This is an optimization exercise on Yosys and OpenROAD, whose aim is small area, a short achievable clock period and few clock cycles per item, not a production implementation.
No run shown here included a check of the RTL's function; only the layout flow was run.
Power and IR drop assume default switching activity.

[flow/config.mk]
export PLATFORM = sky130hd
export DESIGN_NAME = md5
export DESIGN_NICKNAME = md5
export VERILOG_FILES = /design/flow/design.v
export SDC_FILE = /design/flow/constraint.sdc
export NUM_CORES = 8
export LEC_CHECK = 0
export CAP_MARGIN = 20
export CORE_MARGIN = 2
export CORE_UTILIZATION = 25
export SLEW_MARGIN = 20
[flow/constraint.sdc]
create_clock -name core_clock -period 13.5 [get_ports {clock}]
set_input_delay 2.7000 -clock core_clock [delete_from_list [all_inputs] [get_ports {clock}]]
set_output_delay 2.7000 -clock core_clock [all_outputs]
set_load 0.01 [all_outputs]
[flow/design.v]
module md5(
  input          clock,
  input          reset,
  input  [127:0] io_in,
  input          io_in_valid,
  output [127:0] io_out,
  output         io_out_valid,
  output         io_ready
);
  reg         v0;
  reg [3:0]   p0;
  reg [127:0] x0;
  reg [31:0]  pre0, b0, c0, d0;
  reg         v1;
  reg [3:0]   p1;
  reg [127:0] x1;
  reg [31:0]  pre1, b1, c1, d1;
  reg         v2;
  reg [3:0]   p2;
  reg [127:0] x2;
  reg [31:0]  pre2, b2, c2, d2;
  reg         v3;
  reg [3:0]   p3;
  reg [127:0] x3;
  reg [31:0]  pre3, b3, c3, d3;
  reg         ov;
  reg         fst;    
  wire done = v3 & (p3 == 4'd15);
  wire free = ~v3 | done;
  wire accept = free & io_in_valid & ~reset;
  assign io_ready = free;
  assign io_out_valid = ov;
  assign io_out = {pre0, b0, c0, d0};
  wire [1:0] r0 = p0[3:2];
  wire first = fst;
  reg [31:0] f0;
  always @* begin
    case (r0)
      2'd0: f0 = (b0 & c0) | (~b0 & d0);
      2'd1: f0 = (b0 & d0) | (c0 & ~d0);
      2'd2: f0 = b0 ^ c0 ^ d0;
      default: f0 = c0 ^ (b0 | ~d0);
    endcase
  end
  wire [31:0] opa0 = first ? x0[31:0] : pre0;
  wire [31:0] opb0 = first ? 32'hd76aa477 : f0;
  wire [31:0] sum0 = opa0 + opb0;
  wire [31:0] be0 = first ? 32'hefcdab89 : b0;
  wire [31:0] ce0 = first ? 32'h98badcfe : c0;
  wire [31:0] de0 = first ? 32'h10325476 : d0;
  reg [31:0] rot0;
  always @* begin
    case (r0)
      2'd0: rot0 = {sum0[24:0], sum0[31:25]};
      2'd1: rot0 = {sum0[26:0], sum0[31:27]};
      2'd2: rot0 = {sum0[27:0], sum0[31:28]};
      default: rot0 = {sum0[25:0], sum0[31:26]};
    endcase
  end
  wire [31:0] kn0 =
    ({32{p0 == 4'd0}} & 32'he8c7b756) |
    ({32{p0 == 4'd1}} & 32'h4787c62a) |
    ({32{p0 == 4'd2}} & 32'h8b44f7af) |
    ({32{p0 == 4'd3}} & 32'hfd987193) |
    ({32{p0 == 4'd4}} & 32'hc040b340) |
    ({32{p0 == 4'd5}} & 32'h02441453) |
    ({32{p0 == 4'd6}} & 32'hc33707d6) |
    ({32{p0 == 4'd7}} & 32'hfcefa3f8) |
    ({32{p0 == 4'd8}} & 32'h8771f681) |
    ({32{p0 == 4'd9}} & 32'h4bdecfa9) |
    ({32{p0 == 4'd10}} & 32'heaa127fa) |
    ({32{p0 == 4'd11}} & 32'he6db99e5) |
    ({32{p0 == 4'd12}} & 32'h432aff97) |
    ({32{p0 == 4'd13}} & 32'h8f0ccc92) |
    ({32{p0 == 4'd14}} & 32'hfe2ce6e0) |
    ({32{p0 == 4'd15}} & 32'hbd3af235);
  wire [1:0] ws0 =
    ({2{p0 == 4'd0}} & 2'd1) |
    ({2{p0 == 4'd1}} & 2'd1) |
    ({2{p0 == 4'd2}} & 2'd1) |
    ({2{p0 == 4'd3}} & 2'd1) |
    ({2{p0 == 4'd4}} & 2'd0) |
    ({2{p0 == 4'd5}} & 2'd2) |
    ({2{p0 == 4'd6}} & 2'd0) |
    ({2{p0 == 4'd7}} & 2'd2) |
    ({2{p0 == 4'd8}} & 2'd0) |
    ({2{p0 == 4'd9}} & 2'd1) |
    ({2{p0 == 4'd10}} & 2'd2) |
    ({2{p0 == 4'd11}} & 2'd3) |
    ({2{p0 == 4'd12}} & 2'd2) |
    ({2{p0 == 4'd13}} & 2'd2) |
    ({2{p0 == 4'd14}} & 2'd3) |
    ({2{p0 == 4'd15}} & 2'd3);
  reg [31:0] wn0;
  always @* begin
    case (ws0)
      2'd0: wn0 = x0[31:0];
      2'd1: wn0 = x0[63:32];
      2'd2: wn0 = x0[95:64];
      default: wn0 = x0[127:96];
    endcase
  end
  wire [31:0] npre0 = de0 + wn0 + kn0;
  wire [31:0] nb0 = be0 + rot0;
  wire [31:0] nc0 = be0;
  wire [31:0] nd0 = ce0;
  wire [1:0] r1 = p1[3:2];
  reg [31:0] f1;
  always @* begin
    case (r1)
      2'd0: f1 = (b1 & c1) | (~b1 & d1);
      2'd1: f1 = (b1 & d1) | (c1 & ~d1);
      2'd2: f1 = b1 ^ c1 ^ d1;
      default: f1 = c1 ^ (b1 | ~d1);
    endcase
  end
  wire [31:0] sum1 = pre1 + f1;
  wire [31:0] be1 = b1;
  wire [31:0] ce1 = c1;
  wire [31:0] de1 = d1;
  reg [31:0] rot1;
  always @* begin
    case (r1)
      2'd0: rot1 = {sum1[19:0], sum1[31:20]};
      2'd1: rot1 = {sum1[22:0], sum1[31:23]};
      2'd2: rot1 = {sum1[20:0], sum1[31:21]};
      default: rot1 = {sum1[21:0], sum1[31:22]};
    endcase
  end
  wire [31:0] kn1 =
    ({32{p1 == 4'd0}} & 32'h242070db) |
    ({32{p1 == 4'd1}} & 32'ha8304613) |
    ({32{p1 == 4'd2}} & 32'hffff5bb1) |
    ({32{p1 == 4'd3}} & 32'ha679438e) |
    ({32{p1 == 4'd4}} & 32'h265e5a51) |
    ({32{p1 == 4'd5}} & 32'hd8a1e681) |
    ({32{p1 == 4'd6}} & 32'hf4d50d87) |
    ({32{p1 == 4'd7}} & 32'h676f02d9) |
    ({32{p1 == 4'd8}} & 32'h6d9d6122) |
    ({32{p1 == 4'd9}} & 32'hf6bb4b60) |
    ({32{p1 == 4'd10}} & 32'hd4ef3085) |
    ({32{p1 == 4'd11}} & 32'h1fa27cf8) |
    ({32{p1 == 4'd12}} & 32'hab9423a7) |
    ({32{p1 == 4'd13}} & 32'hffeff47d) |
    ({32{p1 == 4'd14}} & 32'ha3014314) |
    ({32{p1 == 4'd15}} & 32'h2ad7d2bb);
  wire [1:0] ws1 =
    ({2{p1 == 4'd0}} & 2'd2) |
    ({2{p1 == 4'd1}} & 2'd2) |
    ({2{p1 == 4'd2}} & 2'd2) |
    ({2{p1 == 4'd3}} & 2'd2) |
    ({2{p1 == 4'd4}} & 2'd1) |
    ({2{p1 == 4'd5}} & 2'd3) |
    ({2{p1 == 4'd6}} & 2'd1) |
    ({2{p1 == 4'd7}} & 2'd3) |
    ({2{p1 == 4'd8}} & 2'd0) |
    ({2{p1 == 4'd9}} & 2'd1) |
    ({2{p1 == 4'd10}} & 2'd2) |
    ({2{p1 == 4'd11}} & 2'd3) |
    ({2{p1 == 4'd12}} & 2'd0) |
    ({2{p1 == 4'd13}} & 2'd0) |
    ({2{p1 == 4'd14}} & 2'd1) |
    ({2{p1 == 4'd15}} & 2'd1);
  reg [31:0] wn1;
  always @* begin
    case (ws1)
      2'd0: wn1 = x1[31:0];
      2'd1: wn1 = x1[63:32];
      2'd2: wn1 = x1[95:64];
      default: wn1 = x1[127:96];
    endcase
  end
  wire [31:0] npre1 = de1 + wn1 + kn1;
  wire [31:0] nb1 = be1 + rot1;
  wire [31:0] nc1 = be1;
  wire [31:0] nd1 = ce1;
  wire [1:0] r2 = p2[3:2];
  reg [31:0] f2;
  always @* begin
    case (r2)
      2'd0: f2 = (b2 & c2) | (~b2 & d2);
      2'd1: f2 = (b2 & d2) | (c2 & ~d2);
      2'd2: f2 = b2 ^ c2 ^ d2;
      default: f2 = c2 ^ (b2 | ~d2);
    endcase
  end
  wire [31:0] sum2 = pre2 + f2;
  wire [31:0] be2 = b2;
  wire [31:0] ce2 = c2;
  wire [31:0] de2 = d2;
  reg [31:0] rot2;
  always @* begin
    case (r2)
      2'd0: rot2 = {sum2[14:0], sum2[31:15]};
      2'd1: rot2 = {sum2[17:0], sum2[31:18]};
      2'd2: rot2 = {sum2[15:0], sum2[31:16]};
      default: rot2 = {sum2[16:0], sum2[31:17]};
    endcase
  end
  wire [31:0] kn2 =
    ({32{p2 == 4'd0}} & 32'hc1bdceee) |
    ({32{p2 == 4'd1}} & 32'hfd469501) |
    ({32{p2 == 4'd2}} & 32'h895cd7be) |
    ({32{p2 == 4'd3}} & 32'h49b40821) |
    ({32{p2 == 4'd4}} & 32'he9b6c7aa) |
    ({32{p2 == 4'd5}} & 32'he7d3fbc8) |
    ({32{p2 == 4'd6}} & 32'h455a14ed) |
    ({32{p2 == 4'd7}} & 32'h8d2a4c8a) |
    ({32{p2 == 4'd8}} & 32'hfde5380c) |
    ({32{p2 == 4'd9}} & 32'hbebfbc70) |
    ({32{p2 == 4'd10}} & 32'h04881d05) |
    ({32{p2 == 4'd11}} & 32'hc4ac5665) |
    ({32{p2 == 4'd12}} & 32'hfc93a039) |
    ({32{p2 == 4'd13}} & 32'h85845dd1) |
    ({32{p2 == 4'd14}} & 32'h4e0811a1) |
    ({32{p2 == 4'd15}} & 32'heb86d391);
  wire [1:0] ws2 =
    ({2{p2 == 4'd0}} & 2'd3) |
    ({2{p2 == 4'd1}} & 2'd3) |
    ({2{p2 == 4'd2}} & 2'd3) |
    ({2{p2 == 4'd3}} & 2'd3) |
    ({2{p2 == 4'd4}} & 2'd1) |
    ({2{p2 == 4'd5}} & 2'd3) |
    ({2{p2 == 4'd6}} & 2'd1) |
    ({2{p2 == 4'd7}} & 2'd3) |
    ({2{p2 == 4'd8}} & 2'd0) |
    ({2{p2 == 4'd9}} & 2'd1) |
    ({2{p2 == 4'd10}} & 2'd2) |
    ({2{p2 == 4'd11}} & 2'd3) |
    ({2{p2 == 4'd12}} & 2'd2) |
    ({2{p2 == 4'd13}} & 2'd2) |
    ({2{p2 == 4'd14}} & 2'd3) |
    ({2{p2 == 4'd15}} & 2'd3);
  reg [31:0] wn2;
  always @* begin
    case (ws2)
      2'd0: wn2 = x2[31:0];
      2'd1: wn2 = x2[63:32];
      2'd2: wn2 = x2[95:64];
      default: wn2 = x2[127:96];
    endcase
  end
  wire [31:0] npre2 = de2 + wn2 + kn2;
  wire [31:0] nb2 = be2 + rot2;
  wire [31:0] nc2 = be2;
  wire [31:0] nd2 = ce2;
  wire [1:0] r3 = p3[3:2];
  wire last = (p3 == 4'd15);
  reg [31:0] f3;
  always @* begin
    case (r3)
      2'd0: f3 = (b3 & c3) | (~b3 & d3);
      2'd1: f3 = (b3 & d3) | (c3 & ~d3);
      2'd2: f3 = b3 ^ c3 ^ d3;
      default: f3 = c3 ^ (b3 | ~d3);
    endcase
  end
  wire [31:0] sum3 = pre3 + f3;
  wire [31:0] be3 = b3;
  wire [31:0] ce3 = c3;
  wire [31:0] de3 = d3;
  reg [31:0] rot3;
  always @* begin
    case (r3)
      2'd0: rot3 = {sum3[9:0], sum3[31:10]};
      2'd1: rot3 = {sum3[11:0], sum3[31:12]};
      2'd2: rot3 = {sum3[8:0], sum3[31:9]};
      default: rot3 = {sum3[10:0], sum3[31:11]};
    endcase
  end
  wire [31:0] kn3 =
    ({32{p3 == 4'd0}} & 32'hf57c0faf) |
    ({32{p3 == 4'd1}} & 32'h698098d8) |
    ({32{p3 == 4'd2}} & 32'h6b901122) |
    ({32{p3 == 4'd3}} & 32'hf61e2562) |
    ({32{p3 == 4'd4}} & 32'hd62f105d) |
    ({32{p3 == 4'd5}} & 32'h21e1cde6) |
    ({32{p3 == 4'd6}} & 32'ha9e3e905) |
    ({32{p3 == 4'd7}} & 32'hfffa3942) |
    ({32{p3 == 4'd8}} & 32'ha4beea44) |
    ({32{p3 == 4'd9}} & 32'h289b7ec6) |
    ({32{p3 == 4'd10}} & 32'hd9d4d039) |
    ({32{p3 == 4'd11}} & 32'hf4292244) |
    ({32{p3 == 4'd12}} & 32'h655b59c3) |
    ({32{p3 == 4'd13}} & 32'h6fa87e4f) |
    ({32{p3 == 4'd14}} & 32'hf7537e82) |
    ({32{p3 == 4'd15}} & 32'h67452301);
  wire [1:0] ws3 =
    ({2{p3 == 4'd0}} & 2'd0) |
    ({2{p3 == 4'd1}} & 2'd0) |
    ({2{p3 == 4'd2}} & 2'd0) |
    ({2{p3 == 4'd3}} & 2'd0) |
    ({2{p3 == 4'd4}} & 2'd2) |
    ({2{p3 == 4'd5}} & 2'd0) |
    ({2{p3 == 4'd6}} & 2'd2) |
    ({2{p3 == 4'd7}} & 2'd0) |
    ({2{p3 == 4'd8}} & 2'd1) |
    ({2{p3 == 4'd9}} & 2'd2) |
    ({2{p3 == 4'd10}} & 2'd3) |
    ({2{p3 == 4'd11}} & 2'd0) |
    ({2{p3 == 4'd12}} & 2'd0) |
    ({2{p3 == 4'd13}} & 2'd1) |
    ({2{p3 == 4'd14}} & 2'd1) |
    ({2{p3 == 4'd15}} & 2'd0);
  reg [31:0] wn3;
  always @* begin
    case (ws3)
      2'd0: wn3 = x3[31:0];
      2'd1: wn3 = x3[63:32];
      2'd2: wn3 = x3[95:64];
      default: wn3 = x3[127:96];
    endcase
  end
  wire [31:0] wm3 = last ? 32'd0 : wn3;
  wire [31:0] npre3 = de3 + wm3 + kn3;
  wire [31:0] bb3 = last ? b3 + 32'hefcdab89 : b3;
  wire [31:0] nb3 = bb3 + rot3;
  wire [31:0] nc3 = last ? b3 + 32'h98badcfe : b3;
  wire [31:0] nd3 = last ? c3 + 32'h10325476 : c3;
  always @(posedge clock) begin
    ov <= ~reset & done;
    v0 <= accept | (~reset & v3 & ~done);
    p0 <= v3 ? p3 + 4'd1 : 4'd0;
    fst <= ~v3 | (p3 == 4'd15);
    x0 <= free ? io_in : x3;
    pre0 <= npre3; b0 <= nb3; c0 <= nc3; d0 <= nd3;
    v1 <= ~reset & v0;
    p1 <= p0;
    x1 <= x0;
    pre1 <= npre0; b1 <= nb0; c1 <= nc0; d1 <= nd0;
    v2 <= ~reset & v1;
    p2 <= p1;
    x2 <= x1;
    pre2 <= npre1; b2 <= nb1; c2 <= nc1; d2 <= nd1;
    v3 <= ~reset & v2;
    p3 <= p2;
    x3 <= x2;
    pre3 <= npre2; b3 <= nb2; c3 <= nc2; d3 <= nd2;
  end
endmodule
[flow/flow/run.sh]
#!/bin/bash
cp standard.sh standard_sh.txt
export SETUP_SLACK_MARGIN=9.5
bash standard.sh > standard.log 2>&1
[flow/standard.sh]
#!/bin/bash
# synth_recipe.tcl (not shown) runs the flow's synth.tcl, then flattens the netlist and writes it again
# the make line also repeats each setting of config.mk as NAME=value (left out here)
make -C /OpenROAD-flow-scripts/flow DESIGN_CONFIG=/design/flow/config.mk WORK_HOME=/design/flow/orfs CLKGATE_MAP_FILE= SYNTH_SCRIPT=/design/flow/synth_recipe.tcl "${@:-finish}"
==> impl_metrics.env, run 1 <==
export IMPL_status="timing/DRC/antenna clean"
export IMPL_synthArstFlopShare_pct=0
export IMPL_fillers=25600
export IMPL_path_class="register to register"
export IMPL_rsz0062_at_grt="true"
export IMPL_min_period_ns=6.53
export IMPL_p_total_mw=30.1
export IMPL_synthTopCellsByArea="dfxtp_1 33%, ha_1 7.4%, a21oi_1 6.1%, xnor2_1 5.8%, nand2_1 4.6%"
export IMPL_whs_ns=0.335
export IMPL_num_rows=186
export IMPL_cp_startpoint="p0[2]"
export IMPL_grt_max_degree=88
export IMPL_endpoint_kind="register"
export IMPL_die_h_um=511
export IMPL_cp_data_required_time_ns=14.25
export IMPL_initial_utilization_pct=25.1
export IMPL_max_cap_viol_count=0
export IMPL_avgSynthCellArea_sq_um=8.48
export IMPL_ctsHoldBuffers=0
export IMPL_dieArea_sq_um=261000
export IMPL_hold_viol=0
export IMPL_synth_compound_area_share_pct=20.4
export IMPL_dp_hpwl_mm=263
export IMPL_yosys_area_share_adder_pct=11.6
export IMPL_drtAntennaViolNets=0
export IMPL_synth_top_area_cell="dfxtp_1"
export IMPL_drc=0
export IMPL_cts_max_path_buffers=3
export IMPL_grt_antenna_before_repair=49
export IMPL_wl_per_cell_um=30.1
export IMPL_yosysTopAreaCellShare_pct=32.6
export IMPL_r2r_cells=33
export IMPL_grtUsageTotal_pct=26.2
export IMPL_synth_seq_cells=1046
export IMPL_synth_warning_count=1
export IMPL_via_per_inst=5.50
export IMPL_root_buffer="clkbuf_16"
export IMPL_portBuffers=260
export IMPL_cts_tree="built"
export IMPL_slowest_delay_ns=0.44
export IMPL_yosys_cell_count_top_type="dfxtp_1"
export IMPL_final_util_pct=35.7
export IMPL_reg2reg_setup_slack_ns=6.97
export IMPL_cts_buffers_inserted=110
export IMPL_final_nets=9124
export IMPL_fin_tns_setup_ns=0
export IMPL_cp_common_cell="a21oi_2"
export IMPL_finalCritPeriodShare_pct=48.4
export IMPL_crit_end="b1[28]"
export IMPL_slew_violations=0
export IMPL_grt_overflow_total=0
export IMPL_place_gp_congestion=1.00
export IMPL_p_per_area_nw_per_um2=328
export IMPL_final_cells=12000
export IMPL_first_pass_iters=9
export IMPL_yosys_mux_area_fraction_pct=7.11
export IMPL_dr_total_vias=66000
export IMPL_hold_path_class="register to register"
export IMPL_worst_setup_path_start_kind="register"
export IMPL_io_pins=261
export IMPL_drt_iter0_markers=8311
export IMPL_worst_clock_skew_ns=0.0664
export IMPL_p_leak_nw=37.0
export IMPL_rr_startpoint="p0[2]"
export IMPL_drive_gt1_share_pct=31.2
export IMPL_syn2layout_area_growth_pct=42.5
export IMPL_postRouteWirelength_mm=360
export IMPL_syn_nets=8230
export IMPL_ys_seq_area_share_pct=32.6
export IMPL_grt_first_pass_wirelength_mm=484
export IMPL_coreArea_sq_um=256000
export IMPL_synth_commonest_cells="1046 x dfxtp_1, 780 x nand2_1, 778 x a21oi_1"
export IMPL_synth_edf_count=0
export IMPL_slew_headroom_pct=14.1
export IMPL_synth_top_family_by_area="compound AO/OA/AOI/OAI gates"
export IMPL_cts_sinks=1046
export IMPL_reg2reg_to="b1[28]"
export IMPL_synth_main_ff_cell="dfxtp_1"
export IMPL_fmax_mhz=153
export IMPL_synthSimpleGateAreaFrac_pct=15.9
export IMPL_h_tree_depth=3
export IMPL_cts_clk_slew_worst_paths_ns=0.06
export IMPL_synth_xor_area_share_pct=8.01
export IMPL_cp_slowest_cell="dfxtp_4"
export IMPL_arrival_ns=7.28
export IMPL_syn_area_sq_um=64300
export IMPL_vdd_ir_drop_max_mv=0.369
export IMPL_die_width_um=511
export IMPL_ys_types=89
export IMPL_placedCellCount=10900
export IMPL_synthCells=7585
export IMPL_worstSkewPairLatency_ns=0.82
export IMPL_setup_viol=0
export IMPL_grt_pass1_vias=61500
export IMPL_tightest_slew_ns=1.27
export IMPL_cp_max_fo=7
## how the worst min path moves through the flow
| stage | startpoint | end | slack, ns | cells after the start |
|---|---|---|---|---|
| after floorplan | x0[63] | x1[63] | 0.32 | 0 |
| after global placement | x1[123] | x2[123] | 0.33 | 0 |
| final | x0[35] | x1[35] | 0.34 | 0 |
| after detailed placement | x0[54] | x1[54] | 0.33 | 0 |
| after CTS | x1[96] | x2[96] | 0.34 | 0 |
| after global routing | x1[96] | x2[96] | 0.35 | 0 |
## what timing repair did
item	in CTS	in global routing
endpoints found under the hold margin	0	0
pin swaps	373	347
cloned	59	5
setup buffers	582	174
setup endpoints to repair	497	361
gates resized for setup	2040	461
## cell type report
cell class,instances,area [sq um],share of cell area [%]
Antenna cell,26,65.1,0.0710
Clock buffer,143,3080,3.36
Clock inverter,64,857,0.935
Inverter,353,1450,1.58
Multi-Input combinational cell,5785,46800,51.0
Sequential cell,1046,21500,23.4
Tap cell,3384,4230,4.62
Timing Repair Buffer,1181,13700,14.9
Timing Repair inverter,2,25.0,0.0273
## kinds of logic (layout without fill, tap and decap cells)
family	Yosys count	in the layout
compound gates	2179	2179
xor+xnor	588	588
fa+ha+maj	515	515
buf+inv	756	1743
flops	1046	1046
mux	323	323
other cells	0	26
simple gates	2178	2180
## metal layers
layer,share of wire (%),vias to the layer above,GRT usage (%)
met3,11,1021,7.22
met1,38,32400,32.1
met2,42,3876,38.4
li1,-,28600,-
met4,9.5,24,20.9
met5,0.041,-,0
## flip-flops by register name, summed over array words and instances (netlist names), 128 cells and up
register and cells:
x0 128, x1 128, x2 128, x3 128
## layout by cell type, fill, tap and decap left out, drive strengths merged, types with 37 or more instances in the layout
master,instances
or2,63
and3,49
fa,136
inv,358
nand3,100
mux2i,71
and2,39
clkbuf,151
buf,1006
a31oi,162
clkdlybuf4s50,130
o21a,68
mux2,161
or3,79
o21ai,554
dfxtp,1046
xnor2,428
xor2,160
nor3,250
nor3b,97
bufbuf,37
a211oi,61
nor2b,105
ha,378
a21oi,780
nand2,781
a21o,181
mux4,91
nand2b,67
o21bai,46
nor2,490
## through the flow
step | cell area, sq um | worst slack (ns)
after floorplan | 66100 | 7.65
after global placement | 71700 | 5.69
after detailed placement | 71700 | 5.66
after CTS | 88200 | 7.11
after global routing | 91600 | 6.72
final | 91600 | 6.97
## power by group
part / total (mW) / switching (mW) / internal [mW]
registers: 5.88 / 1.80 / 4.08
clock network: 3.34 / 1.49 / 1.85
logic: 20.8 / 11.2 / 9.66
total: 30.1 / 14.5 / 15.6
## worst max-delay path: cells and delay by family, from the launching register on
kind	cells	cell delay, ns
flops	1	0.44
simple gates	4	0.54
fa+ha+maj	2	0.68
compound gates	19	3.46
xor+xnor	2	0.40
buf+inv	6	0.92
==> run 2: changes to the inputs <==
--- a/flow/design.v
+++ b/flow/design.v
@@ -24,7 +24,6 @@
   reg [127:0] x3;
   reg [31:0]  pre3, b3, c3, d3;
   reg         ov;
-  reg         fst;    
   wire done = v3 & (p3 == 4'd15);
   wire free = ~v3 | done;
   wire accept = free & io_in_valid & ~reset;
@@ -32,7 +31,7 @@
   assign io_out_valid = ov;
   assign io_out = {pre0, b0, c0, d0};
   wire [1:0] r0 = p0[3:2];
-  wire first = fst;
+  wire first = (p0 == 4'd0);
   reg [31:0] f0;
   always @* begin
     case (r0)
@@ -321,7 +320,6 @@
     ov <= ~reset & done;
     v0 <= accept | (~reset & v3 & ~done);
     p0 <= v3 ? p3 + 4'd1 : 4'd0;
-    fst <= ~v3 | (p3 == 4'd15);
     x0 <= free ? io_in : x3;
     pre0 <= npre3; b0 <= nb3; c0 <= nc3; d0 <= nd3;
     v1 <= ~reset & v0;
==> flow/run.sh (new file) <==
#!/bin/bash
# synth_recipe.tcl (not shown) runs the flow's synth.tcl, then flattens the netlist and writes it again
# the make line also repeats each setting of config.mk as NAME=value (left out here)
make -C /OpenROAD-flow-scripts/flow DESIGN_CONFIG=/design/flow/config.mk WORK_HOME=/design/flow/orfs CLKGATE_MAP_FILE= SYNTH_SCRIPT=/design/flow/synth_recipe.tcl finish
removed: flow/flow/run.sh
removed: flow/standard.sh
==> impl_metrics.env, run 2 <==
export IMPL_tightest_slew_ns=1.41
export IMPL_wl_per_cell_um=25.8
export IMPL_via_per_inst=5.34
export IMPL_syn_nets=8492
export IMPL_hold_path_depth=0
export IMPL_synthTopCellsByArea="dfxtp_1 32%, ha_1 7.3%, a21oi_1 7.2%, nand2_1 5.3%, xnor2_1 5.0%"
export IMPL_cts_resized=0
export IMPL_slew_headroom_pct=5.49
export IMPL_post_cts_buffers=0
export IMPL_coreArea_sq_um=259000
export IMPL_fin_tns_setup_ns=0
export IMPL_synth_main_ff_cell="dfxtp_1"
export IMPL_worst_clock_skew_ns=0.0737
export IMPL_drtAntennaViolNets=0
export IMPL_die_width_um=514
export IMPL_syn2layout_area_growth_pct=15.1
export IMPL_syn_area_sq_um=65000
export IMPL_hold_path_class="register to register"
export IMPL_place_gp_congestion=1.02
export IMPL_setup_viol=0
export IMPL_max_cap_viol_count=0
export IMPL_grt_pass1_vias=53900
export IMPL_cts_sinks=1045
export IMPL_ys_types=91
export IMPL_portBuffers=260
export IMPL_dp_hpwl_mm=235
export IMPL_top_usage_layer="met2"
export IMPL_cts_clk_slew_worst_paths_ns=0.07
export IMPL_endpoint_kind="register"
export IMPL_p_leak_nw=30.2
export IMPL_io_pins=261
export IMPL_cts_buffers_inserted=108
export IMPL_avgSynthCellArea_sq_um=8.28
export IMPL_synthArstFlopShare_pct=0
export IMPL_worst_setup_path_start_kind="register"
export IMPL_postRouteWirelength_mm=294
export IMPL_synth_warning_count=1
export IMPL_grt_max_degree=177
export IMPL_cp_max_fo=56
export IMPL_grt_first_pass_wirelength_mm=401
export IMPL_die_h_um=514
export IMPL_cts_tree="built"
export IMPL_use_met1_pct=28.9
export IMPL_synth_seq_cells=1045
export IMPL_cp_data_required_time_ns=14.14
export IMPL_grt_util_met2_pct=31.8
export IMPL_grt_antenna_before_repair=29
export IMPL_r2r_cells=27
export IMPL_min_period_ns=9.40
export IMPL_first_pass_iters=6
export IMPL_use_met3_pct=4.60
export IMPL_ctsHoldBuffers=0
export IMPL_slew_violations=0
export IMPL_placed_area_sq_um=71000
export IMPL_yosysTopAreaCellShare_pct=32.2
export IMPL_p_per_area_nw_per_um2=298
export IMPL_drc=0
export IMPL_dieArea_sq_um=264000
export IMPL_final_area_sq_um=74900
export IMPL_synth_edf_count=0
export IMPL_synth_top_area_cell="dfxtp_1"
export IMPL_final_nets=8513
export IMPL_h_tree_depth=3
export IMPL_grtUsageTotal_pct=21.3
export IMPL_arrival_ns=10.05
export IMPL_vdd_ir_drop_max_mv=0.136
export IMPL_layout_common_cells="1036 x dfxtp_1, 935 x a21oi_1, 914 x nand2_1"
export IMPL_drive_gt1_share_pct=7.62
export IMPL_status="timing/DRC/antenna clean"
export IMPL_cts_max_path_buffers=3
export IMPL_num_rows=187
export IMPL_grt_overflow_total=0
export IMPL_dr_total_vias=60800
export IMPL_fmax_mhz=106
export IMPL_initial_utilization_pct=25.1
export IMPL_rsz0062_at_grt="false"
export IMPL_synth_commonest_cells="1045 x dfxtp_1, 937 x a21oi_1, 917 x nand2_1"
export IMPL_yosys_cell_count_top_type="dfxtp_1"
export IMPL_ys_seq_area_share_pct=32.2
export IMPL_synthCells=7848
export IMPL_path_class="register to register"
export IMPL_root_buffer="clkbuf_16"
export IMPL_worstSkewPairLatency_ns=0.80
export IMPL_drt_iter0_markers=8470
export IMPL_final_common_cell="dfxtp_1"
export IMPL_finalCritPeriodShare_pct=69.6
export IMPL_reg2reg_setup_slack_ns=4.10
export IMPL_hold_viol=0
-- run 2: critical path, cell delays in order (launching register included) --
cell       delay [ns]
dfxtp_4          0.77
buf_4            0.67
nor2_1           0.30
nand2_4          0.48
buf_4            0.53
nand2_1          0.12
ha_1             0.27
fa_1             0.47
a21oi_1          0.24
o21ai_1          0.12
a32o_1           0.28
o31a_1           0.36
o211ai_2         0.29
and3_1           0.23
nor3_1           0.08
or4_1            0.49
and2_1           0.18
mux4_2           0.47
ha_1             0.26
a211o_1          0.34
a2111oi_0        0.65
o31ai_1          0.27
nor4b_1          0.27
o211ai_1         0.29
nand3_1          0.17
a221oi_1         0.32
xnor2_1          0.12
xor2_1           0.17
-- run 2: final cells by class --
class,instances,area (sq um)
repair buffers,337,3200
clock inverters,47,599
multi-input cells,6004,41200
flip-flops and latches,1045,21000
diodes,25,62.6
clock buffers,155,3140
fillers,27400,184000
well taps,3402,4260
inverters,373,1400
-- run 2: final timing paths --
check	end	from
max	b1[31]	p0[3]
min reg2reg	x2[29]	x1[29]
min	x2[29]	x1[29]
max reg2reg	b1[31]	p0[3]
-- run 2: metal layers --
layer  up-vias  wire length [um]
met5         -                 0
met4         0             16600
met3       526             31100
met2      3262            124000
met1     29000            123000
li1      28000                 -
-- run 2: cell families (layout without fill, tap and decap cells) --
logic type	count (synthesis)	count (layout)	share of synthesized area [%]
AOI/OAI and AO/OA	2367	2367	22.0
xor gates and xnor gates	521	521	7.04
adders and majority gates	532	532	11.7
buffers and inverters	799	912	4.62
DFF	1045	1045	32.2
muxes	256	256	6.08
other	0	25	0
and+or+nand+nor	2328	2328	16.4
-- run 2: power breakdown --
group	total [mW]	internal, mW	switching [mW]	leakage (nW)
Combinational	13.3	5.44	7.91	19.5
Clock	3.17	1.76	1.41	1.83
Sequential	5.81	3.94	1.87	8.79
Total	22.3	11.1	11.2	30.2
-- run 2: stage by stage --
stage               setup slack [ns]  std cells  hold slack (ns)  utilization (%)  total power [mW]
finish                          4.10      11400            0.338             28.9              22.3
global route                    3.64      11400            0.329             28.9              23.6
CTS                             4.23      11400            0.329             28.9              22.0
detailed placement              4.27      11200            0.331             27.4              18.8
global placement                4.26      11200            0.328             27.4              18.8
floorplan                       6.02       7848            0.326                -              13.9

[static timing again, ports no longer ideal]
How much do the figures lean on ideal ports? The routed layouts below were timed once more, with nothing changed but the port constraints.
Step 1: set_driving_cell puts a clkbuf_16 on clock and a buf_2 on each other input, an assumption about the parent block.
Step 2 also shifts input and output timing later by t, the mid clock arrival at the registers, as if the neighbouring blocks saw the same clock.
Slacks: no drivers / after step 1 / after step 2; pairs: no drivers / after step 1.
run	t (ns)	slack for setup (ns)	worst setup path after step 2	slew at the worst register clock pin (ns)
run 1	0.887	6.971 / 6.971 / 6.971	register to register	0.08 / 0.08
run 2	0.865	4.098 / 4.098 / 4.098	register to register	0.07 / 0.07
After both steps setup and hold are still met in every run listed.
